Background: an optimization exercise with open tools, aiming at small area and a short achievable clock period. Do not read the settings as production practice. In this exercise RTL edits were held to simulation tests only and were not proved equivalent to the original. Power and IR drop assume default switching activity.

build 28:
Design srpt_grant_pkts, start of the top module:
module srpt_grant_pkts #(parameter MAX_OVERCOMMIT = 8,
			 parameter MAX_OVERCOMMIT_LOG2 = 3,
			 parameter MAX_SRPT = 64)
   (input ap_clk, ap_rst, ap_ce, ap_start, ap_continue,
    input			 header_in_empty_i,
    output reg			 header_in_read_en_o,
    input [63:0]		 header_in_data_i,
    input			 grant_pkt_full_i,
    output reg			 grant_pkt_write_en_o,
    output reg [96:0]		 grant_pkt_data_o,
    output			 ap_idle, ap_done, ap_ready);
Size in the first run: ~34,000 cells after synthesis, about 6,300 flip-flops, roughly 170 I/O pins.
clock: 15.0 ns
lec_check: 0
cap_margin: 20
core_margin: 2
core_utilization: 45
slew_margin: 20
synth_hierarchical: 1
synth_memory_max_bits: 8192
synth_minimum_keep_size: 0
standard.sh (not shown) runs the stock make flow with config.mk's settings and CLKGATE_MAP_FILE= SYNTH_SCRIPT=/design/flow/synth_recipe.tcl, a recipe that flattens the netlist after the stock synthesis.
==> flow/flow/run.sh <==
#!/bin/bash
# The standard layout (standard.sh), with changes to how it is made:
#  - timing repair aims at a setup margin below the clock period, so the
#    resizer keeps working on paths that already meet the 15 ns clock;
#  - timing repair does not clone gates (a clone adds load to the gate that
#    drives it, which nothing repairs after routing);
#  - clock tree synthesis without dummy loads and with larger sink clusters.
# Synthesis, floorplan, placement, routing and the constraints are the standard flow's own.
set -euo pipefail
bash standard.sh SETUP_SLACK_MARGIN=7.5 SKIP_GATE_CLONING=1 \
  "CTS_ARGS=-sink_clustering_enable -repair_clock_nets -sink_clustering_size 20 -sink_clustering_max_diameter 80 -dont_use_dummy_load" \
  finish > standard_finish.log 2>&1
#### Input delta (build 57 over build 28)
diff --git a/flow/config.mk b/flow/config.mk
--- a/flow/config.mk
+++ b/flow/config.mk
@@ -8,5 +8,5 @@
 export CAP_MARGIN = 20
 export CORE_MARGIN = 2
-export CORE_UTILIZATION = 45
+export CORE_UTILIZATION = 50
 export SLEW_MARGIN = 20
 export SYNTH_HIERARCHICAL = 1
==> results.txt <==
Build 28 reports its endpoint of the most critical setup path as gsel_q[31]$_DFF_P_ while build 57 reports rsel_q[31]$_DFF_P_. Delta (build 57 minus build 28): core box area moved down, worst voltage drop across the vdd grid moved up, cell count moved down, data arrival time of the worst path moved up. Cmp build 57 vs build 28: power per cell area higher in build 57. Summed area of non-filler cells in the final layout (higher): build 28. Diff build 28 -> build 57: non-clock buffer count in the final layout went up by about 0.54%; global routing met2 resource utilization picked up an extra 5.2 points; buffer and inverter count on the worst path -1.
[inputs] build 40 vs build 57
diff --git a/flow/config.mk b/flow/config.mk
--- a/flow/config.mk
+++ b/flow/config.mk
@@ -8,5 +8,5 @@
 export CAP_MARGIN = 20
 export CORE_MARGIN = 2
-export CORE_UTILIZATION = 50
+export CORE_UTILIZATION = 40
 export SLEW_MARGIN = 20
 export SYNTH_HIERARCHICAL = 1
==> results.txt <==
Build 40 finished every step from synthesis to the final layout, and the layout passed the timing, design-rule and antenna checks.
Against build 57, build 40 comes in 0.88 points higher on area added between synthesis and finish.
From build 57 to build 40 the numbers moved as follows: data arrival time at the worst-slack endpoint now smaller, hold slack higher, wire length on met3 down about 9%.
Any difference in area used by multi-input combinational logic between build 40 and build 57 is small enough to ignore.
Build 57 and build 40 ended up with roughly the same fraction of power consumed by combinational cells.

* * *

run 1:
Starting RTL as in the previous note.
Settings: LEC_CHECK=0, CAP_MARGIN=20, CORE_MARGIN=2, CORE_UTILIZATION=45, SLEW_MARGIN=20, SYNTH_HIERARCHICAL=1, SYNTH_MEMORY_MAX_BITS=8192, SYNTH_MINIMUM_KEEP_SIZE=0; clock period 15.0 ns.
==> flow/flow/run.sh <==
#!/bin/bash
# The standard layout (standard.sh), with changes to how it is made:
#  - timing repair does not clone gates (a clone adds load to the gate that
#    drives it, which nothing repairs after routing);
#  - clock tree synthesis without dummy loads and with larger sink clusters.
# Synthesis, floorplan, placement, routing and the constraints are the standard flow's own.
set -euo pipefail
cts="CTS_ARGS=-sink_clustering_enable -repair_clock_nets -sink_clustering_size 20 -sink_clustering_max_diameter 80 -dont_use_dummy_load"
bash standard.sh SETUP_SLACK_MARGIN=7.5 SKIP_GATE_CLONING=1 "$cts" cts > standard_cts.log 2>&1
bash standard.sh SETUP_SLACK_MARGIN=8.0 SKIP_GATE_CLONING=1 "$cts" finish > standard_finish.log 2>&1
Inputs modified between run 1 and run 2:
==> flow/flow/run.sh <==
#!/bin/bash
# The standard layout (standard.sh), with changes to how it is made:
#  - timing repair aims at a setup margin below the clock period, so the
#    resizer keeps working on paths that already meet the 15 ns clock;
#  - timing repair does not clone gates (a clone adds load to the gate that
#    drives it, which nothing repairs after routing);
#  - clock tree synthesis without dummy loads and with larger sink clusters.
# Synthesis, floorplan, placement, routing and the constraints are the standard flow's own.
set -euo pipefail
bash standard.sh SETUP_SLACK_MARGIN=7.5 SKIP_GATE_CLONING=1 \
  "CTS_ARGS=-sink_clustering_enable -repair_clock_nets -sink_clustering_size 25 -sink_clustering_max_diameter 90 -dont_use_dummy_load" \
  finish > standard_finish.log 2>&1
## What came out
- Multi-input logic portion of the cell area came out higher on run 2 than on run 1.
- Post-cts repair resize count ended up 116 lower on run 2 than on run 1.
- Run 2 vs run 1, worst hold slack went up by 27 ps.
- The lower number of antenna violations at the first check in global routing of run 1 and run 2 is in run 2.
- Against run 1, run 2 reports a data required time at the worst endpoint that is lower.

==> afterwards: timing with drivers on the ports <==
The flow's constraints put no driver on any port. The routed layouts listed below were extracted and timed again, unchanged, in two steps. Step 1 assumes that a clkbuf_16 drives the clock port and a buf_2 every other input. Step 2 times the ports against the registers' clock, not the clock port: input delays grow and output delays shrink by t, the midpoint of the rising clock arrivals with the driver on. a / b / c = ideal / step 1 / step 2; a / b = the first two.
run	t, ns	setup WS [ns]	worst slew at a driven data input, ns
build 28	1.223	7.088 / 7.088 / 5.978	0.15
build 57	1.229	6.814 / 6.814 / 5.861	0.14
build 40	1.210	6.995 / 7.117 / 5.908	0.19
run 1	1.222	7.089 / 7.120 / 5.973	0.14
run 2	1.197	6.923 / 6.979 / 5.826	0.14
After both steps every run listed still meets setup and hold. For run 1, which loses most, drivers alone change the setup slack by +0.031 ns; drivers and shift together by -1.116 ns.
